Background: an optimization exercise with open tools, aiming at small area. Do not read the settings as production practice. In this exercise RTL edits were held to simulation tests only and were not proved equivalent to the original. Power figures rest on the tool's default switching activity, not on a simulated workload.

### flow/design.v
module cordic_atan2_pipe #(
    parameter int I  = 0,
    parameter int W  = 16,
    parameter int ZW = 11,
    parameter logic signed [ZW-1:0] ATAN_LUT = '0
)(
    input  logic                     clk,
    input  logic                     rst,
    input  logic signed [W-1:0]      X_in,
    input  logic signed [W-1:0]      Y_in,
    input  logic signed [ZW-1:0]     Z_in,
    output logic signed [W-1:0]      X_out,
    output logic signed [W-1:0]      Y_out,
    output logic signed [ZW-1:0]     Z_out
);
    logic signed [W-1:0]  X_next, Y_next;
    logic signed [ZW-1:0] Z_next;
    logic signed [W-1:0]  X_shift, Y_shift;
    assign X_shift = X_in >>> I;
    assign Y_shift = Y_in >>> I;
    always_comb begin
        if (Y_in[W-1] == 1'b0) begin  
            X_next = X_in + Y_shift;
            Y_next = Y_in - X_shift;
            Z_next = Z_in + ATAN_LUT;
        end else begin               
            X_next = X_in - Y_shift;
            Y_next = Y_in + X_shift;
            Z_next = Z_in - ATAN_LUT;
        end
    end
    always_ff @(posedge clk) begin
        X_out <= X_next;
        Y_out <= Y_next;
        Z_out <= Z_next;
    end
endmodule
module angle (
    input  logic     clk,
    input  logic     rst,
    input  logic signed [13:0]   gm_in_real,
    input  logic signed [13:0]   gm_in_imag,
    output logic signed [10:0]     ang_out
);
    localparam int INR_W    = 16;
    localparam int INR_I    = 1;
    localparam int INR_FRAC = INR_W - INR_I;   
    typedef logic signed [INR_W-1:0] in_r_t;
    localparam int R_W      = 7;
    localparam int R_I      = 1;
    localparam int R_FRAC   = R_W - R_I;       
    typedef logic signed [R_W-1:0] r_t;
    localparam int RHO_W    = 8;
    localparam int RHO_I    = 1;
    localparam int RHO_FRAC = RHO_W - RHO_I;   
    typedef logic signed [RHO_W-1:0] rho_t;
    localparam int EPS_W    = 21;
    localparam int EPS_I    = 1;
    localparam int EPS_FRAC = EPS_W - EPS_I;   
    typedef logic signed [EPS_W-1:0] eps_t;
    typedef logic [7:0] theta_t;
    localparam int PHI_W    = 14;
    localparam int PHI_I    = 6;
    localparam int PHI_FRAC = PHI_W - PHI_I;   
    typedef logic signed [PHI_W-1:0] phi_t;
    localparam int GAMMA_W    = 14;
    localparam int GAMMA_I    = 6;
    localparam int GAMMA_FRAC = GAMMA_W - GAMMA_I;  
    typedef logic signed [GAMMA_W-1:0] gamma_t;
    localparam int MAG_W    = 14;
    localparam int MAG_I    = 6;
    localparam int MAG_FRAC = MAG_W - MAG_I;   
    typedef logic signed [MAG_W-1:0] mag_t;
    localparam int ANG_W    = 11;
    localparam int ANG_I    = 3;
    localparam int ANG_FRAC = ANG_W - ANG_I;   
    typedef logic signed [ANG_W-1:0] ang_t;
    localparam int LAMBDA_W    = 14;
    localparam int LAMBDA_I    = 6;
    localparam int LAMBDA_FRAC = LAMBDA_W - LAMBDA_I;  
    typedef logic signed [LAMBDA_W-1:0] lambda_t;
    localparam int AMBM_W    = 10;
    localparam int AMBM_I    = 2;
    localparam int AMBM_FRAC = AMBM_W - AMBM_I;  
    typedef logic signed [AMBM_W-1:0] ambm_t;
    localparam int PI_W    = 8;
    localparam int PI_I    = 0;
    localparam int PI_FRAC = PI_W - PI_I;  
    typedef logic [PI_W-1:0] PI_t;
    localparam int RATIO_W    = 8;
    localparam int RATIO_I    = 0;
    localparam int RATIO_FRAC = RATIO_W - RATIO_I;  
    typedef logic [RATIO_W-1:0] ratio_t;
    localparam int ITERS = 6;
    localparam int W  = GAMMA_W;
    localparam int ZW = ANG_W;
    localparam logic [ITERS*ZW-1:0] ATAN_LUT = {
        11'b00000001000,  
        11'b00000010000,  
        11'b00000011111,  
        11'b00000111110,  
        11'b00001110110,  
        11'b00011001001   
    };
    localparam logic signed [ZW-1:0] PI_OVER_2_RAW = 11'sb00110010010;
    gamma_t x0_c, y0_c;
    ang_t   z0_c;
    gamma_t x0_r, y0_r;
    ang_t   z0_r;
    always_comb begin
        x0_c = gm_in_real;
        y0_c = gm_in_imag;
        z0_c = '0;
        if ($signed(gm_in_real) < 0) begin
            if ($signed(gm_in_imag) >= 0) begin
                x0_c = gm_in_imag;
                y0_c = -gm_in_real;
                z0_c = PI_OVER_2_RAW;
            end else begin
                x0_c = -gm_in_imag;
                y0_c =  gm_in_real;
                z0_c = -PI_OVER_2_RAW;
            end
        end
    end
    always_ff @(posedge clk) begin
        x0_r <= x0_c;
        y0_r <= y0_c;
        z0_r <= z0_c;
    end
    logic signed [W-1:0]  X [0:ITERS];
    logic signed [W-1:0]  Y [0:ITERS];
    logic signed [ZW-1:0] Z [0:ITERS];
    assign X[0] = x0_r;
    assign Y[0] = y0_r;
    assign Z[0] = z0_r;
    genvar gi;
    generate
        for (gi = 0; gi < ITERS; gi = gi + 1) begin : STAGE
            cordic_atan2_pipe #(
                .I(gi),
                .W(W),
                .ZW(ZW),
                .ATAN_LUT(ATAN_LUT[gi*ZW +: ZW])
            ) u_pipe (
                .clk  (clk),
                .rst  (rst),
                .X_in (X[gi]),
                .Y_in (Y[gi]),
                .Z_in (Z[gi]),
                .X_out(X[gi+1]),
                .Y_out(Y[gi+1]),
                .Z_out(Z[gi+1])
            );
        end
    endgenerate
    assign ang_out = ang_t'(Z[ITERS]);
endmodule
module argmax (
    input  logic    clk,
    input  logic    rst,         
    input  logic        in_valid,
    output logic [9:0]   count,
    input  logic signed [13:0] lambda_in,   
    input  logic signed [10:0]    angle_in,    
    output logic [7:0]  theta_out,   
    output logic signed [20:0]    eps_out       
);
    localparam int INR_W    = 16;
    localparam int INR_I    = 1;
    localparam int INR_FRAC = INR_W - INR_I;   
    typedef logic signed [INR_W-1:0] in_r_t;
    localparam int R_W      = 7;
    localparam int R_I      = 1;
    localparam int R_FRAC   = R_W - R_I;       
    typedef logic signed [R_W-1:0] r_t;
    localparam int RHO_W    = 8;
    localparam int RHO_I    = 1;
    localparam int RHO_FRAC = RHO_W - RHO_I;   
    typedef logic signed [RHO_W-1:0] rho_t;
    localparam int EPS_W    = 21;
    localparam int EPS_I    = 1;
    localparam int EPS_FRAC = EPS_W - EPS_I;   
    typedef logic signed [EPS_W-1:0] eps_t;
    typedef logic [7:0] theta_t;
    localparam int PHI_W    = 14;
    localparam int PHI_I    = 6;
    localparam int PHI_FRAC = PHI_W - PHI_I;   
    typedef logic signed [PHI_W-1:0] phi_t;
    localparam int GAMMA_W    = 14;
    localparam int GAMMA_I    = 6;
    localparam int GAMMA_FRAC = GAMMA_W - GAMMA_I;  
    typedef logic signed [GAMMA_W-1:0] gamma_t;
    localparam int MAG_W    = 14;
    localparam int MAG_I    = 6;
    localparam int MAG_FRAC = MAG_W - MAG_I;   
    typedef logic signed [MAG_W-1:0] mag_t;
    localparam int ANG_W    = 11;
    localparam int ANG_I    = 3;
    localparam int ANG_FRAC = ANG_W - ANG_I;   
    typedef logic signed [ANG_W-1:0] ang_t;
    localparam int LAMBDA_W    = 14;
    localparam int LAMBDA_I    = 6;
    localparam int LAMBDA_FRAC = LAMBDA_W - LAMBDA_I;  
    typedef logic signed [LAMBDA_W-1:0] lambda_t;
    localparam int AMBM_W    = 10;
    localparam int AMBM_I    = 2;
    localparam int AMBM_FRAC = AMBM_W - AMBM_I;  
    typedef logic signed [AMBM_W-1:0] ambm_t;
    localparam int PI_W    = 8;
    localparam int PI_I    = 0;
    localparam int PI_FRAC = PI_W - PI_I;  
    typedef logic [PI_W-1:0] PI_t;
    localparam int RATIO_W    = 8;
    localparam int RATIO_I    = 0;
    localparam int RATIO_FRAC = RATIO_W - RATIO_I;  
    typedef logic [RATIO_W-1:0] ratio_t;
    localparam int N = 256;
    localparam logic signed [LAMBDA_W-1:0] MIN_VAL_RAW = {1'b1, {(LAMBDA_W-1){1'b0}}};    
    localparam logic signed [9:0] COUNT_INIT = -10'sd281;
    localparam logic [PI_W-1:0] INV_TWO_PI_RAW = 8'b0010_1000;  
    logic in_valid_barrier;
    always_ff @(posedge clk) begin
        if (rst) begin
            in_valid_barrier <= 1'b0;
        end else begin
            if (in_valid) begin
                in_valid_barrier <= 1'b1;
            end else begin
                in_valid_barrier <= in_valid_barrier;
            end
        end
    end
    lambda_t            current_max,       current_max_next;
    logic signed [9:0]  current_max_idx_s, current_max_idx_s_next;
    ang_t               current_ang,       current_ang_next;
    logic signed [9:0]  count_next;
    theta_t theta_out_r, theta_out_r_next;
    eps_t   eps_out_r,   eps_out_r_next;
    assign theta_out = theta_out_r;
    assign eps_out   = eps_out_r;
    logic signed [LAMBDA_W-1:0] new_val;
    logic signed [ANG_W-1:0]    ang_new;
    assign new_val = lambda_in;
    assign ang_new = angle_in;
    logic signed [9:0] theta_idx_for_out;
    logic signed [ANG_W + PI_W - 1:0]     eps_prod;
    logic signed [ANG_W + PI_W + 4 - 1:0] eps_scaled_full;
    assign eps_prod        = $signed(current_ang_next) * $signed({1'b0, INV_TWO_PI_RAW});
    assign eps_scaled_full = eps_prod <<< 4;  
always_comb begin
    current_max_next       = current_max;
    current_max_idx_s_next = current_max_idx_s;
    current_ang_next       = current_ang;
    count_next             = count;
    theta_out_r_next = theta_out_r;
    eps_out_r_next   = eps_out_r;
    if (count == 10'sd0) begin
        current_max_next       = new_val;
        current_max_idx_s_next = 10'sd255;
        current_ang_next       = ang_new;
    end else begin
        current_max_idx_s_next = current_max_idx_s - 10'sd1;
        if (new_val >= current_max) begin
            current_max_next       = new_val;
            current_max_idx_s_next = 10'sd255;
            current_ang_next       = ang_new;
        end
    end
    count_next = (in_valid && !in_valid_barrier) ? COUNT_INIT : count + 10'sd1;
    theta_idx_for_out = current_max_idx_s_next;
    if (count_next >= 10'sd256) begin
        count_next             = 10'sd0;
        current_max_next       = MIN_VAL_RAW;
        current_max_idx_s_next = 10'sd256;  
    end
    theta_out_r_next = theta_idx_for_out[7:0];
    eps_out_r_next   = eps_scaled_full[EPS_W-1:0];
end
    always_ff @(posedge clk) begin
        if (rst) begin
            current_max       <= MIN_VAL_RAW;
            current_max_idx_s <= 10'sd0;
            current_ang       <= '0;
            count             <= -10'sd20;
            theta_out_r       <= '0;
            eps_out_r         <= '0;
        end else begin
            current_max       <= current_max_next;
            current_max_idx_s <= current_max_idx_s_next;
            current_ang       <= current_ang_next;
            count             <= count_next;
            theta_out_r       <= theta_out_r_next;
            eps_out_r         <= eps_out_r_next;
        end
    end
endmodule
module delay_n (
    input  logic clk,
    input  logic rst,
    input  logic signed [15:0] r_in_real,
    input  logic signed [15:0] r_in_imag,
    output logic signed [6:0]    r_d1_real,
    output logic signed [6:0]    r_d1_imag,
    output logic signed [6:0]    r_dN_out_real,
    output logic signed [6:0]    r_dN_out_imag
);
    localparam int INR_W    = 16;
    localparam int INR_I    = 1;
    localparam int INR_FRAC = INR_W - INR_I;   
    typedef logic signed [INR_W-1:0] in_r_t;
    localparam int R_W      = 7;
    localparam int R_I      = 1;
    localparam int R_FRAC   = R_W - R_I;       
    typedef logic signed [R_W-1:0] r_t;
    localparam int RHO_W    = 8;
    localparam int RHO_I    = 1;
    localparam int RHO_FRAC = RHO_W - RHO_I;   
    typedef logic signed [RHO_W-1:0] rho_t;
    localparam int EPS_W    = 21;
    localparam int EPS_I    = 1;
    localparam int EPS_FRAC = EPS_W - EPS_I;   
    typedef logic signed [EPS_W-1:0] eps_t;
    typedef logic [7:0] theta_t;
    localparam int PHI_W    = 14;
    localparam int PHI_I    = 6;
    localparam int PHI_FRAC = PHI_W - PHI_I;   
    typedef logic signed [PHI_W-1:0] phi_t;
    localparam int GAMMA_W    = 14;
    localparam int GAMMA_I    = 6;
    localparam int GAMMA_FRAC = GAMMA_W - GAMMA_I;  
    typedef logic signed [GAMMA_W-1:0] gamma_t;
    localparam int MAG_W    = 14;
    localparam int MAG_I    = 6;
    localparam int MAG_FRAC = MAG_W - MAG_I;   
    typedef logic signed [MAG_W-1:0] mag_t;
    localparam int ANG_W    = 11;
    localparam int ANG_I    = 3;
    localparam int ANG_FRAC = ANG_W - ANG_I;   
    typedef logic signed [ANG_W-1:0] ang_t;
    localparam int LAMBDA_W    = 14;
    localparam int LAMBDA_I    = 6;
    localparam int LAMBDA_FRAC = LAMBDA_W - LAMBDA_I;  
    typedef logic signed [LAMBDA_W-1:0] lambda_t;
    localparam int AMBM_W    = 10;
    localparam int AMBM_I    = 2;
    localparam int AMBM_FRAC = AMBM_W - AMBM_I;  
    typedef logic signed [AMBM_W-1:0] ambm_t;
    localparam int PI_W    = 8;
    localparam int PI_I    = 0;
    localparam int PI_FRAC = PI_W - PI_I;  
    typedef logic [PI_W-1:0] PI_t;
    localparam int RATIO_W    = 8;
    localparam int RATIO_I    = 0;
    localparam int RATIO_FRAC = RATIO_W - RATIO_I;  
    typedef logic [RATIO_W-1:0] ratio_t;
    localparam int N = 256;
    localparam int CNT_W = $clog2(N);
    r_t delay_line_real [0:N-1];
    r_t delay_line_imag [0:N-1];
    integer i;
    always_ff @(posedge clk) begin
        for (i = N-1; i > 0; i = i - 1) begin
            delay_line_real[i] <= delay_line_real[i-1];
            delay_line_imag[i] <= delay_line_imag[i-1];
        end
        delay_line_real[0] <= r_in_real[INR_W-1 -: R_W];
        delay_line_imag[0] <= r_in_imag[INR_W-1 -: R_W];
    end
    logic [CNT_W-1:0] warm_cnt;
    logic             warm_active;
    always_ff @(posedge clk) begin
        if (rst) begin
            warm_cnt    <= '0;
            warm_active <= 1'b1;
            r_d1_real     <= '0;
            r_d1_imag     <= '0;
            r_dN_out_real <= '0;
            r_dN_out_imag <= '0;
        end else begin
            r_d1_real <= r_in_real[15:9];
            r_d1_imag <= r_in_imag[15:9];
            if (warm_active) begin
                r_dN_out_real <= '0;
                r_dN_out_imag <= '0;
                warm_cnt <= warm_cnt + 1'b1;
                if (warm_cnt == N-1)
                    warm_active <= 1'b0;
            end else begin
                r_dN_out_real <= delay_line_real[N-1];
                r_dN_out_imag <= delay_line_imag[N-1];
            end
        end
    end
endmodule
module gamma_sum (
    input  logic clk,
    input  logic rst,   
    input  logic signed [6:0]   r_k_in_real,
    input  logic signed [6:0]   r_k_in_imag,
    input  logic signed [6:0]   r_k_minus_N_in_real,
    input  logic signed [6:0]   r_k_minus_N_in_imag,
    output logic signed [13:0] gamma_out_real,
    output logic signed [13:0] gamma_out_imag
);
    localparam int INR_W    = 16;
    localparam int INR_I    = 1;
    localparam int INR_FRAC = INR_W - INR_I;   
    typedef logic signed [INR_W-1:0] in_r_t;
    localparam int R_W      = 7;
    localparam int R_I      = 1;
    localparam int R_FRAC   = R_W - R_I;       
    typedef logic signed [R_W-1:0] r_t;
    localparam int RHO_W    = 8;
    localparam int RHO_I    = 1;
    localparam int RHO_FRAC = RHO_W - RHO_I;   
    typedef logic signed [RHO_W-1:0] rho_t;
    localparam int EPS_W    = 21;
    localparam int EPS_I    = 1;
    localparam int EPS_FRAC = EPS_W - EPS_I;   
    typedef logic signed [EPS_W-1:0] eps_t;
    typedef logic [7:0] theta_t;
    localparam int PHI_W    = 14;
    localparam int PHI_I    = 6;
    localparam int PHI_FRAC = PHI_W - PHI_I;   
    typedef logic signed [PHI_W-1:0] phi_t;
    localparam int GAMMA_W    = 14;
    localparam int GAMMA_I    = 6;
    localparam int GAMMA_FRAC = GAMMA_W - GAMMA_I;  
    typedef logic signed [GAMMA_W-1:0] gamma_t;
    localparam int MAG_W    = 14;
    localparam int MAG_I    = 6;
    localparam int MAG_FRAC = MAG_W - MAG_I;   
    typedef logic signed [MAG_W-1:0] mag_t;
    localparam int ANG_W    = 11;
    localparam int ANG_I    = 3;
    localparam int ANG_FRAC = ANG_W - ANG_I;   
    typedef logic signed [ANG_W-1:0] ang_t;
    localparam int LAMBDA_W    = 14;
    localparam int LAMBDA_I    = 6;
    localparam int LAMBDA_FRAC = LAMBDA_W - LAMBDA_I;  
    typedef logic signed [LAMBDA_W-1:0] lambda_t;
    localparam int AMBM_W    = 10;
    localparam int AMBM_I    = 2;
    localparam int AMBM_FRAC = AMBM_W - AMBM_I;  
    typedef logic signed [AMBM_W-1:0] ambm_t;
    localparam int PI_W    = 8;
    localparam int PI_I    = 0;
    localparam int PI_FRAC = PI_W - PI_I;  
    typedef logic [PI_W-1:0] PI_t;
    localparam int RATIO_W    = 8;
    localparam int RATIO_I    = 0;
    localparam int RATIO_FRAC = RATIO_W - RATIO_I;  
    typedef logic [RATIO_W-1:0] ratio_t;
    localparam int L_CONST    = 16;
    localparam int PROD_SHIFT = (2*R_FRAC - GAMMA_FRAC);  
    gamma_t delay_line_real [0:L_CONST-1];
    gamma_t delay_line_imag [0:L_CONST-1];
    gamma_t current_sum_real;
    gamma_t current_sum_imag;
    logic signed [2*R_W-1:0] ac_mul12_s1, bd_mul12_s1, bc_mul12_s1, ad_mul12_s1;
    gamma_t product_real_s2;
    gamma_t product_imag_s2;
    logic [L_CONST-1:0] valid_sr;
    always_ff @(posedge clk) begin
        if (rst) begin
            valid_sr <= '0;
        end else begin
            valid_sr <= {valid_sr[L_CONST-2:0], 1'b1};
        end
    end
    logic signed [2*R_W:0] prod_real_raw12_w;
    logic signed [2*R_W:0] prod_imag_raw12_w;
    assign prod_real_raw12_w = $signed(ac_mul12_s1) + $signed(bd_mul12_s1);
    assign prod_imag_raw12_w = $signed(bc_mul12_s1) - $signed(ad_mul12_s1);
    wire gamma_t old_real_raw = delay_line_real[L_CONST-1];
    wire gamma_t old_imag_raw = delay_line_imag[L_CONST-1];
    wire gamma_t old_real_w = valid_sr[L_CONST-1] ? old_real_raw : '0;
    wire gamma_t old_imag_w = valid_sr[L_CONST-1] ? old_imag_raw : '0;
    logic signed [GAMMA_W:0] sum_calc_real_w;
    logic signed [GAMMA_W:0] sum_calc_imag_w;
    assign sum_calc_real_w =
        $signed({current_sum_real[GAMMA_W-1], current_sum_real}) +
        $signed({product_real_s2[GAMMA_W-1],  product_real_s2 }) -
        $signed({old_real_w[GAMMA_W-1],       old_real_w      });
    assign sum_calc_imag_w =
        $signed({current_sum_imag[GAMMA_W-1], current_sum_imag}) +
        $signed({product_imag_s2[GAMMA_W-1],  product_imag_s2 }) -
        $signed({old_imag_w[GAMMA_W-1],       old_imag_w      });
    wire gamma_t new_sum_real_w = gamma_t'(sum_calc_real_w);
    wire gamma_t new_sum_imag_w = gamma_t'(sum_calc_imag_w);
    always_ff @(posedge clk) begin
        if (rst) begin
            ac_mul12_s1 <= '0;
            bd_mul12_s1 <= '0;
            bc_mul12_s1 <= '0;
            ad_mul12_s1 <= '0;
        end else begin
            ac_mul12_s1 <= $signed(r_k_in_real)         * $signed(r_k_minus_N_in_real);
            bd_mul12_s1 <= $signed(r_k_in_imag)         * $signed(r_k_minus_N_in_imag);
            bc_mul12_s1 <= $signed(r_k_in_imag)         * $signed(r_k_minus_N_in_real);
            ad_mul12_s1 <= $signed(r_k_in_real)         * $signed(r_k_minus_N_in_imag);
        end
    end
    always_ff @(posedge clk) begin
        if (rst) begin
            product_real_s2 <= '0;
            product_imag_s2 <= '0;
        end else begin
            product_real_s2 <= gamma_t'(prod_real_raw12_w >>> PROD_SHIFT);
            product_imag_s2 <= gamma_t'(prod_imag_raw12_w >>> PROD_SHIFT);
        end
    end
    integer i;
    always_ff @(posedge clk) begin
        for (i = L_CONST-1; i > 0; i--) begin
            delay_line_real[i] <= delay_line_real[i-1];
            delay_line_imag[i] <= delay_line_imag[i-1];
        end
        delay_line_real[0] <= product_real_s2;
        delay_line_imag[0] <= product_imag_s2;
    end
    always_ff @(posedge clk) begin
        if (rst) begin
            current_sum_real <= '0;
            current_sum_imag <= '0;
            gamma_out_real   <= '0;
            gamma_out_imag   <= '0;
        end else begin
            current_sum_real <= new_sum_real_w;
            current_sum_imag <= new_sum_imag_w;
            gamma_out_real <= new_sum_real_w;
            gamma_out_imag <= new_sum_imag_w;
        end
    end
endmodule
module mag (
    input  logic   clk,
    input  logic   rst,         
    input  logic signed [13:0] gm_in_real,
    input  logic signed [13:0] gm_in_imag,
    output logic signed [13:0]   mag_out
);
    localparam int INR_W    = 16;
    localparam int INR_I    = 1;
    localparam int INR_FRAC = INR_W - INR_I;   
    typedef logic signed [INR_W-1:0] in_r_t;
    localparam int R_W      = 7;
    localparam int R_I      = 1;
    localparam int R_FRAC   = R_W - R_I;       
    typedef logic signed [R_W-1:0] r_t;
    localparam int RHO_W    = 8;
    localparam int RHO_I    = 1;
    localparam int RHO_FRAC = RHO_W - RHO_I;   
    typedef logic signed [RHO_W-1:0] rho_t;
    localparam int EPS_W    = 21;
    localparam int EPS_I    = 1;
    localparam int EPS_FRAC = EPS_W - EPS_I;   
    typedef logic signed [EPS_W-1:0] eps_t;
    typedef logic [7:0] theta_t;
    localparam int PHI_W    = 14;
    localparam int PHI_I    = 6;
    localparam int PHI_FRAC = PHI_W - PHI_I;   
    typedef logic signed [PHI_W-1:0] phi_t;
    localparam int GAMMA_W    = 14;
    localparam int GAMMA_I    = 6;
    localparam int GAMMA_FRAC = GAMMA_W - GAMMA_I;  
    typedef logic signed [GAMMA_W-1:0] gamma_t;
    localparam int MAG_W    = 14;
    localparam int MAG_I    = 6;
    localparam int MAG_FRAC = MAG_W - MAG_I;   
    typedef logic signed [MAG_W-1:0] mag_t;
    localparam int ANG_W    = 11;
    localparam int ANG_I    = 3;
    localparam int ANG_FRAC = ANG_W - ANG_I;   
    typedef logic signed [ANG_W-1:0] ang_t;
    localparam int LAMBDA_W    = 14;
    localparam int LAMBDA_I    = 6;
    localparam int LAMBDA_FRAC = LAMBDA_W - LAMBDA_I;  
    typedef logic signed [LAMBDA_W-1:0] lambda_t;
    localparam int AMBM_W    = 10;
    localparam int AMBM_I    = 2;
    localparam int AMBM_FRAC = AMBM_W - AMBM_I;  
    typedef logic signed [AMBM_W-1:0] ambm_t;
    localparam int PI_W    = 8;
    localparam int PI_I    = 0;
    localparam int PI_FRAC = PI_W - PI_I;  
    typedef logic [PI_W-1:0] PI_t;
    localparam int RATIO_W    = 8;
    localparam int RATIO_I    = 0;
    localparam int RATIO_FRAC = RATIO_W - RATIO_I;  
    typedef logic [RATIO_W-1:0] ratio_t;
    localparam ratio_t SEG0 = 8'b00011001;
    localparam ratio_t SEG1 = 8'b00110011;
    localparam ratio_t SEG2 = 8'b01001110;
    localparam ratio_t SEG3 = 8'b01101010;
    localparam ratio_t SEG4 = 8'b10001001;
    localparam ratio_t SEG5 = 8'b10101011;
    localparam ratio_t SEG6 = 8'b11001000;
    localparam ratio_t SEG7 = 8'b11010010;
    localparam ambm_t ALPHA0 = 10'sb01_00110011;
    localparam ambm_t ALPHA1 = 10'sb00_11111110;
    localparam ambm_t ALPHA2 = 10'sb00_11111010;
    localparam ambm_t ALPHA3 = 10'sb00_11110011;
    localparam ambm_t ALPHA4 = 10'sb00_11101010;
    localparam ambm_t ALPHA5 = 10'sb00_11011111;
    localparam ambm_t ALPHA6 = 10'sb00_11010001;
    localparam ambm_t ALPHA7 = 10'sb00_11010001;
    localparam ambm_t ALPHA8 = 10'sb00_10110101;
    localparam ambm_t BETA0  = 10'sb00_00000110;
    localparam ambm_t BETA1  = 10'sb00_00011111;
    localparam ambm_t BETA2  = 10'sb00_00111000;
    localparam ambm_t BETA3  = 10'sb00_01010000;
    localparam ambm_t BETA4  = 10'sb00_01101000;
    localparam ambm_t BETA5  = 10'sb00_01111110;
    localparam ambm_t BETA6  = 10'sb00_10010011;
    localparam ambm_t BETA7  = 10'sb00_10010011;
    localparam ambm_t BETA8  = 10'sb00_10110100;
    gamma_t x0, y0;
    gamma_t ax0, ay0;
    gamma_t max0, min0;
    assign x0  = gm_in_real;
    assign y0  = gm_in_imag;
    assign ax0 = x0[GAMMA_W-1] ? gamma_t'(-$signed(x0)) : x0;
    assign ay0 = y0[GAMMA_W-1] ? gamma_t'(-$signed(y0)) : y0;
    assign max0 = ($signed(ax0) >= $signed(ay0)) ? ax0 : ay0;
    assign min0 = ($signed(ax0) >= $signed(ay0)) ? ay0 : ax0;
    logic [GAMMA_W-1:0] max_u0, min_u0;
    assign max_u0 = max0;
    assign min_u0 = min0;
    logic [GAMMA_W+8-1:0] left1_c;
    assign left1_c = {min_u0, 8'b0};
    gamma_t               max_s1, min_s1;
    logic [GAMMA_W-1:0]   max_u1;
    logic [GAMMA_W+8-1:0] left1;
    logic                 max_zero1;
    always_ff @(posedge clk) begin
        if (rst) begin
            max_s1     <= '0;
            min_s1     <= '0;
            max_u1     <= '0;
            left1      <= '0;
            max_zero1  <= 1'b1;
        end else begin
            max_s1     <= max0;
            min_s1     <= min0;
            max_u1     <= max_u0;
            left1      <= left1_c;
            max_zero1  <= (max_u0 == '0);
        end
    end
    logic [GAMMA_W+8-1:0] right0_c, right1_c, right2_c, right3_c;
    logic [GAMMA_W+8-1:0] right4_c, right5_c, right6_c, right7_c;
    assign right0_c = max_u1 * SEG0;
    assign right1_c = max_u1 * SEG1;
    assign right2_c = max_u1 * SEG2;
    assign right3_c = max_u1 * SEG3;
    assign right4_c = max_u1 * SEG4;
    assign right5_c = max_u1 * SEG5;
    assign right6_c = max_u1 * SEG6;
    assign right7_c = max_u1 * SEG7;
    logic [3:0] seg_idx_c;
    always_comb begin
        seg_idx_c = 4'd8;  
        if (max_zero1) begin
            seg_idx_c = 4'd9;
        end
        else if (left1 < right0_c) seg_idx_c = 4'd0;
        else if (left1 < right1_c) seg_idx_c = 4'd1;
        else if (left1 < right2_c) seg_idx_c = 4'd2;
        else if (left1 < right3_c) seg_idx_c = 4'd3;
        else if (left1 < right4_c) seg_idx_c = 4'd4;
        else if (left1 < right5_c) seg_idx_c = 4'd5;
        else if (left1 < right6_c) seg_idx_c = 4'd6;
        else if (left1 < right7_c) seg_idx_c = 4'd7;
    end
    logic [3:0] seg_idx_s2;
    gamma_t     max_s2, min_s2;
    always_ff @(posedge clk) begin
        if (rst) begin
            seg_idx_s2 <= 4'd9;
            max_s2     <= '0;
            min_s2     <= '0;
        end else begin
            seg_idx_s2 <= seg_idx_c;
            max_s2     <= max_s1;
            min_s2     <= min_s1;
        end
    end
    ambm_t alpha_s3_c, beta_s3_c;
    always_comb begin
        alpha_s3_c = ALPHA8;
        beta_s3_c  = BETA8;
        unique case (seg_idx_s2)
            4'd0: begin alpha_s3_c = ALPHA0; beta_s3_c = BETA0; end
            4'd1: begin alpha_s3_c = ALPHA1; beta_s3_c = BETA1; end
            4'd2: begin alpha_s3_c = ALPHA2; beta_s3_c = BETA2; end
            4'd3: begin alpha_s3_c = ALPHA3; beta_s3_c = BETA3; end
            4'd4: begin alpha_s3_c = ALPHA4; beta_s3_c = BETA4; end
            4'd5: begin alpha_s3_c = ALPHA5; beta_s3_c = BETA5; end
            4'd6: begin alpha_s3_c = ALPHA6; beta_s3_c = BETA6; end
            4'd7: begin alpha_s3_c = ALPHA7; beta_s3_c = BETA7; end
            4'd9: begin alpha_s3_c = '0;     beta_s3_c  = '0;    end
            default: ;  
        endcase
    end
    logic signed [AMBM_W+GAMMA_W-1:0] prod_a_full_c, prod_b_full_c;
    assign prod_a_full_c = $signed(alpha_s3_c) * $signed(max_s2);
    assign prod_b_full_c = $signed(beta_s3_c)  * $signed(min_s2);
    logic signed [MAG_W:0] term_a_c, term_b_c;
    assign term_a_c = $signed(prod_a_full_c >>> AMBM_FRAC);
    assign term_b_c = $signed(prod_b_full_c >>> AMBM_FRAC);
    logic signed [MAG_W:0] term_a_s3, term_b_s3;
    always_ff @(posedge clk) begin
        if (rst) begin
            term_a_s3 <= '0;
            term_b_s3 <= '0;
        end else begin
            term_a_s3 <= term_a_c;
            term_b_s3 <= term_b_c;
        end
    end
    logic signed [MAG_W:0] z_sum_c;
    assign z_sum_c = term_a_s3 + term_b_s3;
    always_ff @(posedge clk) begin
        if (rst) begin
            mag_out <= '0;
        end else begin
            mag_out <= mag_t'(z_sum_c[MAG_W-1:0]);
        end
    end
endmodule
module minus (
    input  logic   clk,
    input  logic   rst,  
    input  logic signed [13:0]   mag_in,
    input  logic signed [13:0]   phi_in,
    input  logic signed [7:0]   rho_in,
    output logic signed [13:0] lambda_out
);
    localparam int INR_W    = 16;
    localparam int INR_I    = 1;
    localparam int INR_FRAC = INR_W - INR_I;   
    typedef logic signed [INR_W-1:0] in_r_t;
    localparam int R_W      = 7;
    localparam int R_I      = 1;
    localparam int R_FRAC   = R_W - R_I;       
    typedef logic signed [R_W-1:0] r_t;
    localparam int RHO_W    = 8;
    localparam int RHO_I    = 1;
    localparam int RHO_FRAC = RHO_W - RHO_I;   
    typedef logic signed [RHO_W-1:0] rho_t;
    localparam int EPS_W    = 21;
    localparam int EPS_I    = 1;
    localparam int EPS_FRAC = EPS_W - EPS_I;   
    typedef logic signed [EPS_W-1:0] eps_t;
    typedef logic [7:0] theta_t;
    localparam int PHI_W    = 14;
    localparam int PHI_I    = 6;
    localparam int PHI_FRAC = PHI_W - PHI_I;   
    typedef logic signed [PHI_W-1:0] phi_t;
    localparam int GAMMA_W    = 14;
    localparam int GAMMA_I    = 6;
    localparam int GAMMA_FRAC = GAMMA_W - GAMMA_I;  
    typedef logic signed [GAMMA_W-1:0] gamma_t;
    localparam int MAG_W    = 14;
    localparam int MAG_I    = 6;
    localparam int MAG_FRAC = MAG_W - MAG_I;   
    typedef logic signed [MAG_W-1:0] mag_t;
    localparam int ANG_W    = 11;
    localparam int ANG_I    = 3;
    localparam int ANG_FRAC = ANG_W - ANG_I;   
    typedef logic signed [ANG_W-1:0] ang_t;
    localparam int LAMBDA_W    = 14;
    localparam int LAMBDA_I    = 6;
    localparam int LAMBDA_FRAC = LAMBDA_W - LAMBDA_I;  
    typedef logic signed [LAMBDA_W-1:0] lambda_t;
    localparam int AMBM_W    = 10;
    localparam int AMBM_I    = 2;
    localparam int AMBM_FRAC = AMBM_W - AMBM_I;  
    typedef logic signed [AMBM_W-1:0] ambm_t;
    localparam int PI_W    = 8;
    localparam int PI_I    = 0;
    localparam int PI_FRAC = PI_W - PI_I;  
    typedef logic [PI_W-1:0] PI_t;
    localparam int RATIO_W    = 8;
    localparam int RATIO_I    = 0;
    localparam int RATIO_FRAC = RATIO_W - RATIO_I;  
    typedef logic [RATIO_W-1:0] ratio_t;
    localparam rho_t rho_const = 8'sb01111111;  
    logic signed [RHO_W + PHI_W - 1:0] prod_full_w;
    logic signed [RHO_W + PHI_W - 1:0] phi_ext;
    assign phi_ext = $signed({1'b0, phi_in});
    assign prod_full_w = (phi_ext <<< 7) - phi_ext;
    logic signed [RHO_W + PHI_W - 1:0] prod_full_s1;
    mag_t                              mag_s1;
    always_ff @(posedge clk) begin
        if (rst) begin
            prod_full_s1 <= '0;
            mag_s1       <= '0;
        end else begin
            prod_full_s1 <= prod_full_w;
            mag_s1       <= mag_in;       
        end
    end
    logic signed [RHO_W + PHI_W - 1:0] prod_shifted_w;
    logic signed [LAMBDA_W-1:0]        rho_phi_q6_8_w;
    assign prod_shifted_w = prod_full_s1 >>> RHO_FRAC;
    assign rho_phi_q6_8_w = prod_shifted_w[LAMBDA_W-1:0];
    logic signed [LAMBDA_W-1:0] rho_phi_q6_8_s2;
    mag_t                       mag_s2;
    always_ff @(posedge clk) begin
        if (rst) begin
            rho_phi_q6_8_s2 <= '0;
            mag_s2          <= '0;
        end else begin
            rho_phi_q6_8_s2 <= rho_phi_q6_8_w;
            mag_s2          <= mag_s1;    
        end
    end
    logic signed [LAMBDA_W-1:0] lambda_calc_w;
    assign lambda_calc_w = $signed(mag_s2) - $signed(rho_phi_q6_8_s2);
    always_ff @(posedge clk) begin
        if (rst) begin
            lambda_out <= '0;
        end else begin
            lambda_out <= lambda_t'(lambda_calc_w);
        end
    end
endmodule
module phi_sum (
    input  logic clk,
    input  logic rst,   
    input  logic signed [6:0]   r_k_in_real,
    input  logic signed [6:0]   r_k_in_imag,
    input  logic signed [6:0]   r_k_minus_N_in_real,
    input  logic signed [6:0]   r_k_minus_N_in_imag,
    input  logic signed [7:0] rho_in,
    output logic signed [13:0] phi_out
);
    localparam int INR_W    = 16;
    localparam int INR_I    = 1;
    localparam int INR_FRAC = INR_W - INR_I;   
    typedef logic signed [INR_W-1:0] in_r_t;
    localparam int R_W      = 7;
    localparam int R_I      = 1;
    localparam int R_FRAC   = R_W - R_I;       
    typedef logic signed [R_W-1:0] r_t;
    localparam int RHO_W    = 8;
    localparam int RHO_I    = 1;
    localparam int RHO_FRAC = RHO_W - RHO_I;   
    typedef logic signed [RHO_W-1:0] rho_t;
    localparam int EPS_W    = 21;
    localparam int EPS_I    = 1;
    localparam int EPS_FRAC = EPS_W - EPS_I;   
    typedef logic signed [EPS_W-1:0] eps_t;
    typedef logic [7:0] theta_t;
    localparam int PHI_W    = 14;
    localparam int PHI_I    = 6;
    localparam int PHI_FRAC = PHI_W - PHI_I;   
    typedef logic signed [PHI_W-1:0] phi_t;
    localparam int GAMMA_W    = 14;
    localparam int GAMMA_I    = 6;
    localparam int GAMMA_FRAC = GAMMA_W - GAMMA_I;  
    typedef logic signed [GAMMA_W-1:0] gamma_t;
    localparam int MAG_W    = 14;
    localparam int MAG_I    = 6;
    localparam int MAG_FRAC = MAG_W - MAG_I;   
    typedef logic signed [MAG_W-1:0] mag_t;
    localparam int ANG_W    = 11;
    localparam int ANG_I    = 3;
    localparam int ANG_FRAC = ANG_W - ANG_I;   
    typedef logic signed [ANG_W-1:0] ang_t;
    localparam int LAMBDA_W    = 14;
    localparam int LAMBDA_I    = 6;
    localparam int LAMBDA_FRAC = LAMBDA_W - LAMBDA_I;  
    typedef logic signed [LAMBDA_W-1:0] lambda_t;
    localparam int AMBM_W    = 10;
    localparam int AMBM_I    = 2;
    localparam int AMBM_FRAC = AMBM_W - AMBM_I;  
    typedef logic signed [AMBM_W-1:0] ambm_t;
    localparam int PI_W    = 8;
    localparam int PI_I    = 0;
    localparam int PI_FRAC = PI_W - PI_I;  
    typedef logic [PI_W-1:0] PI_t;
    localparam int RATIO_W    = 8;
    localparam int RATIO_I    = 0;
    localparam int RATIO_FRAC = RATIO_W - RATIO_I;  
    typedef logic [RATIO_W-1:0] ratio_t;
    localparam int L_CONST_PHI = 16;
    localparam int SQ_SHIFT    = (2*R_FRAC - PHI_FRAC);  
    localparam int EXTRA_OUT_LAT = 3;  
    localparam rho_t RHO_CONST = 8'sb01111111;
    phi_t delay_line [0:L_CONST_PHI-1];
    phi_t current_sum;
    logic signed [2*R_W-1:0] a_re_sq12_s1, a_im_sq12_s1;
    logic signed [2*R_W-1:0] b_re_sq12_s1, b_im_sq12_s1;
    rho_t                    rho_s1;
    phi_t r_k_sq_s2;
    phi_t r_kmN_sq_s2;
    rho_t rho_half_s2;
    phi_t energy_to_sum_s3;
    phi_t phi_out_d1, phi_out_d2, phi_out_d3;
    logic [L_CONST_PHI-1:0] valid_sr;
    always_ff @(posedge clk) begin
        if (rst) begin
            valid_sr <= '0;
        end else begin
            valid_sr <= {valid_sr[L_CONST_PHI-2:0], 1'b1};
        end
    end
    logic signed [2*R_W:0] a_sum_sq12_w;
    logic signed [2*R_W:0] b_sum_sq12_w;
    assign a_sum_sq12_w = $signed(a_re_sq12_s1) + $signed(a_im_sq12_s1);
    assign b_sum_sq12_w = $signed(b_re_sq12_s1) + $signed(b_im_sq12_s1);
    logic signed [PHI_W:0] sum_sq_ext_w;
    assign sum_sq_ext_w =
        $signed({r_k_sq_s2[PHI_W-1],   r_k_sq_s2  }) +
        $signed({r_kmN_sq_s2[PHI_W-1], r_kmN_sq_s2});
    logic signed [RHO_W + (PHI_W+1) - 1:0] energy_prod_w;
    logic signed [PHI_W+6:0] sum_mul63_w;
    assign sum_mul63_w  = ($signed(sum_sq_ext_w) <<< 6) - $signed(sum_sq_ext_w);
    assign energy_prod_w = $signed(sum_mul63_w);
    wire phi_t old_energy_raw = delay_line[L_CONST_PHI-1];
    wire phi_t old_energy_w = valid_sr[L_CONST_PHI-1] ? old_energy_raw : '0;
    logic signed [PHI_W:0] sum_calc_w;
    assign sum_calc_w =
        $signed({current_sum[PHI_W-1],      current_sum     }) +
        $signed({energy_to_sum_s3[PHI_W-1], energy_to_sum_s3}) -
        $signed({old_energy_w[PHI_W-1],     old_energy_w    });
    wire phi_t new_sum_w = phi_t'(sum_calc_w);
    always_ff @(posedge clk) begin
        if (rst) begin
            a_re_sq12_s1 <= '0; a_im_sq12_s1 <= '0;
            b_re_sq12_s1 <= '0; b_im_sq12_s1 <= '0;
            rho_s1       <= '0;
        end else begin
            a_re_sq12_s1 <= $signed(r_k_in_real)         * $signed(r_k_in_real);
            a_im_sq12_s1 <= $signed(r_k_in_imag)         * $signed(r_k_in_imag);
            b_re_sq12_s1 <= $signed(r_k_minus_N_in_real) * $signed(r_k_minus_N_in_real);
            b_im_sq12_s1 <= $signed(r_k_minus_N_in_imag) * $signed(r_k_minus_N_in_imag);
            rho_s1       <= RHO_CONST;
        end
    end
    always_ff @(posedge clk) begin
        if (rst) begin
            r_k_sq_s2   <= '0;
            r_kmN_sq_s2 <= '0;
            rho_half_s2 <= '0;
        end else begin
            r_k_sq_s2   <= phi_t'(a_sum_sq12_w >>> SQ_SHIFT);
            r_kmN_sq_s2 <= phi_t'(b_sum_sq12_w >>> SQ_SHIFT);
            rho_half_s2 <= $signed(rho_s1) >>> 1;
        end
    end
    always_ff @(posedge clk) begin
        if (rst) begin
            energy_to_sum_s3 <= '0;
        end else begin
            energy_to_sum_s3 <= phi_t'(energy_prod_w >>> RHO_FRAC);
        end
    end
    integer i;
    always_ff @(posedge clk) begin
        if (rst) begin
            current_sum <= '0;
            phi_out_d1 <= '0;
            phi_out_d2 <= '0;
            phi_out_d3 <= '0;
            phi_out    <= '0;
        end else begin
            current_sum <= new_sum_w;
            phi_out_d1 <= new_sum_w;
            phi_out_d2 <= phi_out_d1;
            phi_out_d3 <= phi_out_d2;
            phi_out    <= phi_out_d3;
        end
    end
    always_ff @(posedge clk) begin
            for (i = L_CONST_PHI-1; i > 0; i--)
                delay_line[i] <= delay_line[i-1];
            delay_line[0] <= energy_to_sum_s3;
    end
endmodule
module top (
    input  logic   clk,
    input  logic   rst,
    input  logic   in_valid,
    input  logic signed [15:0]  rx_re_in,
    input  logic signed [15:0]  rx_img_in,
    input  logic signed [7:0]   rho,
    output logic [7:0] theta,
    output logic signed [20:0]   epsilon,
    output logic   out_valid
);
    localparam int INR_W    = 16;
    localparam int INR_I    = 1;
    localparam int INR_FRAC = INR_W - INR_I;   
    typedef logic signed [INR_W-1:0] in_r_t;
    localparam int R_W      = 7;
    localparam int R_I      = 1;
    localparam int R_FRAC   = R_W - R_I;       
    typedef logic signed [R_W-1:0] r_t;
    localparam int RHO_W    = 8;
    localparam int RHO_I    = 1;
    localparam int RHO_FRAC = RHO_W - RHO_I;   
    typedef logic signed [RHO_W-1:0] rho_t;
    localparam int EPS_W    = 21;
    localparam int EPS_I    = 1;
    localparam int EPS_FRAC = EPS_W - EPS_I;   
    typedef logic signed [EPS_W-1:0] eps_t;
    typedef logic [7:0] theta_t;
    localparam int PHI_W    = 14;
    localparam int PHI_I    = 6;
    localparam int PHI_FRAC = PHI_W - PHI_I;   
    typedef logic signed [PHI_W-1:0] phi_t;
    localparam int GAMMA_W    = 14;
    localparam int GAMMA_I    = 6;
    localparam int GAMMA_FRAC = GAMMA_W - GAMMA_I;  
    typedef logic signed [GAMMA_W-1:0] gamma_t;
    localparam int MAG_W    = 14;
    localparam int MAG_I    = 6;
    localparam int MAG_FRAC = MAG_W - MAG_I;   
    typedef logic signed [MAG_W-1:0] mag_t;
    localparam int ANG_W    = 11;
    localparam int ANG_I    = 3;
    localparam int ANG_FRAC = ANG_W - ANG_I;   
    typedef logic signed [ANG_W-1:0] ang_t;
    localparam int LAMBDA_W    = 14;
    localparam int LAMBDA_I    = 6;
    localparam int LAMBDA_FRAC = LAMBDA_W - LAMBDA_I;  
    typedef logic signed [LAMBDA_W-1:0] lambda_t;
    localparam int AMBM_W    = 10;
    localparam int AMBM_I    = 2;
    localparam int AMBM_FRAC = AMBM_W - AMBM_I;  
    typedef logic signed [AMBM_W-1:0] ambm_t;
    localparam int PI_W    = 8;
    localparam int PI_I    = 0;
    localparam int PI_FRAC = PI_W - PI_I;  
    typedef logic [PI_W-1:0] PI_t;
    localparam int RATIO_W    = 8;
    localparam int RATIO_I    = 0;
    localparam int RATIO_FRAC = RATIO_W - RATIO_I;  
    typedef logic [RATIO_W-1:0] ratio_t;
    r_t     r_d1_real, r_d1_imag;
    r_t     r_dN_out_real, r_dN_out_imag;
    phi_t   phi_out_s;
    gamma_t gamma_out_real_s, gamma_out_imag_s;
    mag_t   mag_out_s;
    ang_t   ang_out_s;
    lambda_t lambda_out_s;
    theta_t theta_sig_s;
    eps_t   epsilon_sig_s;
    logic [9:0] count;
    delay_n U_DELAY_N (
        .clk           (clk),
        .rst           (rst),
        .r_in_real     (rx_re_in),
        .r_in_imag     (rx_img_in),
        .r_d1_real     (r_d1_real),
        .r_d1_imag     (r_d1_imag),
        .r_dN_out_real (r_dN_out_real),
        .r_dN_out_imag (r_dN_out_imag)
    );
    phi_sum U_PHI_SUM (
        .clk                 (clk),
        .rst                 (rst),
        .r_k_in_real         (r_d1_real),
        .r_k_in_imag         (r_d1_imag),
        .r_k_minus_N_in_real (r_dN_out_real),
        .r_k_minus_N_in_imag (r_dN_out_imag),
        .rho_in              (rho),
        .phi_out             (phi_out_s)
    );
    gamma_sum U_GAMMA_SUM (
        .clk                 (clk),
        .rst                 (rst),
        .r_k_in_real         (r_d1_real),
        .r_k_in_imag         (r_d1_imag),
        .r_k_minus_N_in_real (r_dN_out_real),
        .r_k_minus_N_in_imag (r_dN_out_imag),
        .gamma_out_real      (gamma_out_real_s),
        .gamma_out_imag      (gamma_out_imag_s)
    );
    mag U_MAG (
        .clk        (clk),
        .rst        (rst),
        .gm_in_real (gamma_out_real_s),
        .gm_in_imag (gamma_out_imag_s),
        .mag_out    (mag_out_s)
    );
    angle U_ANGLE (
        .clk        (clk),
        .rst        (rst),
        .gm_in_real (gamma_out_real_s),
        .gm_in_imag (gamma_out_imag_s),
        .ang_out    (ang_out_s)
    );
    minus U_MINUS (
        .clk        (clk),
        .rst        (rst),
        .mag_in     (mag_out_s),
        .phi_in     (phi_out_s),
        .rho_in     (rho),
        .lambda_out (lambda_out_s)
    );
    argmax U_ARGMAX (
        .clk       (clk),
        .rst       (rst),
        .in_valid  (in_valid),
        .count     (count),
        .angle_in  (ang_out_s),
        .lambda_in (lambda_out_s),
        .theta_out (theta_sig_s),
        .eps_out   (epsilon_sig_s)
    );
    assign theta   = theta_sig_s;
    assign epsilon = epsilon_sig_s;
    logic isPassBarrier;
    always_ff @(posedge clk) begin
        if (rst) begin
            isPassBarrier <= 1'b0;
        end else begin
            if (count == 10'd0) begin
                isPassBarrier <= 1'b1;
            end else begin
                isPassBarrier <= isPassBarrier;
            end
        end
    end
    assign out_valid = (count == 10'd0) && (isPassBarrier == 1'b1);
endmodule
### flow/run.sh
#!/bin/bash
# synth_recipe.tcl (not shown) runs the flow's synth.tcl, then flattens the netlist and writes it again
# the make line also repeats each setting of config.mk as NAME=value (left out here)
make -C /OpenROAD-flow-scripts/flow DESIGN_CONFIG=/design/flow/config.mk WORK_HOME=/design/flow/orfs CLKGATE_MAP_FILE= SYNTH_SCRIPT=/design/flow/synth_recipe.tcl finish
### flow/config.mk
export PLATFORM = sky130hd
export DESIGN_NAME = top
export DESIGN_NICKNAME = top
export VERILOG_FILES = /design/flow/design.v
export SDC_FILE = /design/flow/constraint.sdc
export NUM_CORES = 4
export LEC_CHECK = 0
export CAP_MARGIN = 20
export CORE_MARGIN = 2
export CORE_UTILIZATION = 40
export SLEW_MARGIN = 20
### flow/constraint.sdc
create_clock -name core_clock -period 7.0 [get_ports {clk}]
set_input_delay 1.4000 -clock core_clock [delete_from_list [all_inputs] [get_ports {clk}]]
set_output_delay 1.4000 -clock core_clock [all_outputs]
set_load 0.01 [all_outputs]
==> flow_summary.yaml <==
outcome:
  status: "no timing/DRC/antenna violations"
logic_synthesis:
  synth_top_area_share_pct: 63.9
  ys_seq_area_share_pct: 63.9
  synthFlopType: "dfxtp_1"
  yosys_warnings: 25
  synthTopCellsByArea: "dfxtp_1, fa_1, ha_1"
  ys_seq_elements: 4862
  synthCells: 11800
  yosysMostFrequentCell: "dfxtp_1"
  ys_top_cells_by_count: "dfxtp_1, inv_1, ha_1"
  syn_avg_cell_area_sq_um: 12.9
  async_flop_share_pct: 0
  synth-edff-count: 0
  syn_area_sq_um: 152000
  synth_cell_types: 80
  synth_top_area_cell: "dfxtp_1"
timing:
  hold_viol_final: 0
  clock_skew_ns: 0.0604
  fmax_ghz: 0.154
  worst_pin_slew_ns: 1.12
  drv_slew: 0
  rsz0062_at_grt: "false"
  hold_ws_ns: 0.274
  setup_viol_count_final: 0
  fin_tns_setup_ns: 0
  fin_crit_ns: 6.48
  period_share_pct: 92.6
  slew_headroom_pct: 25.5
worst_setup_path:
  path_class: "reg -> reg"
  timing.rr.end: "U_MAG.seg_idx_s2[2]"
  start_kind: "flip-flop"
  rr_startpoint: "U_MAG.max_s1[2]"
  required_ns: 7.82
  critPathArrivalTime_ns: 7.30
  path_max_fanout: 7
  ff2ff_path_depth: 25
  r2r_setup_slack_ns: 0.52
  endpoint_kind: "flip-flop"
placed_design:
  hpwl_mm: 160
  dp_cells: 16800
  io_buffers: 39
  gp_congestion: 0.854
grt:
  antenna_found_initial: 9
  grt_pass1_vias: 75600
  grt_pass1_wl_mm: 390
  grt.total_usage_pct: 12.4
  overflow: 0
  grt_max_degree: 160
worst_hold_path:
  hold-path-endpoint: "U_DELAY_N.delay_line_real[10][3]"
  worstHoldStart: "U_DELAY_N.delay_line_real[9][3]"
  holdPathStages: 0
  hold_class: "reg -> reg"
cts:
  cts_sinks: 4862
  postCtsSetupRepairBufs: 0
  cts_buffers: 445
  cts.path.max_buffers: 4
  root_buffer: "clkbuf_16"
  path_clk_slew_ns: 0.06
  htreeDepth: 5
  clk_latency_ns: 0.95
  cts_hold_buf: 0
  cts_tree: "yes"
detailed_routing:
  wl_per_cell_um: 13.3
  drt.antenna.violating_nets: 0
  drc: 0
  drt_iter0_markers: 3053
  dr.pass1.iters: 5
  drt-total-wl_mm: 235
  vias: 75700
  via_per_inst: 4.29
pwr:
  vdd_ir_drop_max_v: 0.000306
  p_leak_nw: 77.4
  power_mw: 67.3
  power_per_cell_area_nw_per_um2: 385
floorplan:
  initial_core_util_pct: 40.2
  coreArea_sq_um: 379000
  fp.dieArea_sq_um: 386000
  die_x_um: 621
  row_count: 226
  chipHeight_um: 621
  io_pins: 73
flow_run:
  cap_violations: 0
cells_and_area:
  area_delta_synth_final_pct: 14.9
  nets: 14000
  layout.cells.non_filler: 17700
  layout-drive-gt1-share_pct: 7.67
==> registers in the layout, indices dropped and copies added (netlist names), 16 cells and up <==
signal                       cells
U_DELAY_N.delay_line_imag     1792
U_DELAY_N.delay_line_real     1792
U_PHI_SUM.delay_line           192
U_GAMMA_SUM.delay_line_imag    176
U_GAMMA_SUM.delay_line_real    176
U_ANGLE.STAGE.u_pipe.Z_out      60
U_ANGLE.STAGE.u_pipe.Y_out      56
U_ANGLE.STAGE.u_pipe.X_out      52
U_PHI_SUM.valid_sr              16
==> cells in the final DEF, fill, tap and decap left out, types with 246 or more instances in the layout <==
| cell type | synthesis | routed |
|---|---|---|
| a21oi_1 | 387 | 385 |
| nand2_1 | 376 | 376 |
| and2_1 | 325 | 325 |
| inv_1 | 1188 | 1188 |
| clkbuf_16 | 0 | 448 |
| ha_1 | 1024 | 1024 |
| xnor2_1 | 422 | 422 |
| fa_1 | 664 | 664 |
| nor2_1 | 624 | 624 |
| nor2b_1 | 246 | 246 |
| dfxtp_1 | 4862 | 4861 |
==> worst max path at each step <==
stage | start | cells past startpoint | slack (ns) | to
after global placement | U_MAG.max_s1[2] | 26 | 0.36 | U_MAG.seg_idx_s2[1]
after CTS | U_MAG.max_s1[2] | 26 | 0.29 | U_MAG.seg_idx_s2[1]
after detailed placement | U_MAG.max_s1[2] | 26 | 0.33 | U_MAG.seg_idx_s2[1]
final | U_MAG.max_s1[2] | 25 | 0.52 | U_MAG.seg_idx_s2[2]
after global routing | U_MAG.max_s1[2] | 26 | 0.05 | U_MAG.seg_idx_s2[0]
after floorplan | U_MAG.seg_idx_s2[1] | 22 | 1.01 | U_MAG.term_b_s3[12]
==> critical path, stage by stage, from the launching register on <==
cell      delay, ns
dfxtp_1        0.52
ha_1           0.32
xor2_1         0.16
ha_1           0.28
inv_1          0.05
fa_1           0.50
fa_1           0.56
inv_1          0.05
ha_1           0.30
a211o_1        0.32
o21bai_1       0.18
a31oi_1        0.26
buf_4          0.17
o21bai_1       0.05
a21oi_1        0.22
xor2_1         0.10
ha_1           0.33
nand4_1        0.14
or4_1          0.52
o31ai_1        0.44
a22oi_1        0.17
buf_4          0.18
inv_1          0.06
and3_1         0.16
and3b_1        0.18
buf_4          0.16
==> layout make-up <==
cell class	instances	area, sq um
Clock inverter	200	2690
Inverter	1191	4470
Multi-Input combinational cell	5571	49700
Clock buffer	621	12900
Antenna cell	7	17.5
Tap cell	5016	6280
Timing Repair Buffer	182	1480
Sequential cell	4862	97300
Fill cell	34000	204000
==> layer usage <==
metal	routed length (um)	vias up	track usage, %
li1	-	38600	-
met1	119000	35700	17.6
met2	99100	950	18.8
met3	9990	458	2.29
met4	7570	0	4.31
met5	0	-	0
==> kinds of logic after synthesis <==
logic type	after synthesis	share of synthesized area (%)
mux	55	0.384
buf+inv	1391	3.46
fa+ha+maj	1688	17.1
other cells	1	0.00246
flops	4862	63.9
xor+xnor	624	3.59
simple gates	2085	6.78
compound gates	1112	4.71
==> stage by stage <==
step | cell area, sq um | util [%] | setup slack (ns)
after global placement | 159000 | 42.0 | 0.362
final | 175000 | 46.2 | 0.519
after detailed placement | 159000 | 42.0 | 0.327
after global routing | 175000 | 46.1 | 0.0463
after floorplan | 152000 | - | 1.01
after CTS | 175000 | 46.1 | 0.293
==> where the power goes <==
group / internal, mW / switching (mW) / total [mW] / leakage [nW]
Combinational: 5.59 / 6.59 / 12.2 / 30.2
Sequential: 29.5 / 0.856 / 30.4 / 39.6
Clock: 14.6 / 10.2 / 24.8 / 7.65
==> timing repair <==
item / CTS / global route
endpoints found under the setup margin: 0 / 4
resized for setup: 0 / 2
hold endpoints to repair: 0 / 0

## re-timing with driven ports
In the flow no input, the clock included, has a driving cell. The finished layout below was timed again as built, in two steps.
Step 1 assumes that a clkbuf_16 drives the clock port and a buf_2 every other input.
Step 2 times the ports against the registers' clock, not the clock port: input delays grow and output delays shrink by t, the midpoint of the rising clock arrivals with the driver on.
a / b / c = no drivers / after step 1 / after step 2; a / b = the first two.
t (ns): 1.010
setup WS [ns]: 0.519 / 0.519 / 0.519
worst hold slack (ns): 0.274 / 0.274 / 0.274
latest minus earliest clock arrival (ns): 0.087 / 0.086
cell pins on the clock port's net: 1
After both steps setup and hold are still met in this run. For this run, drivers alone change the setup slack by 0.000 ns; drivers and shift together by 0.000 ns.
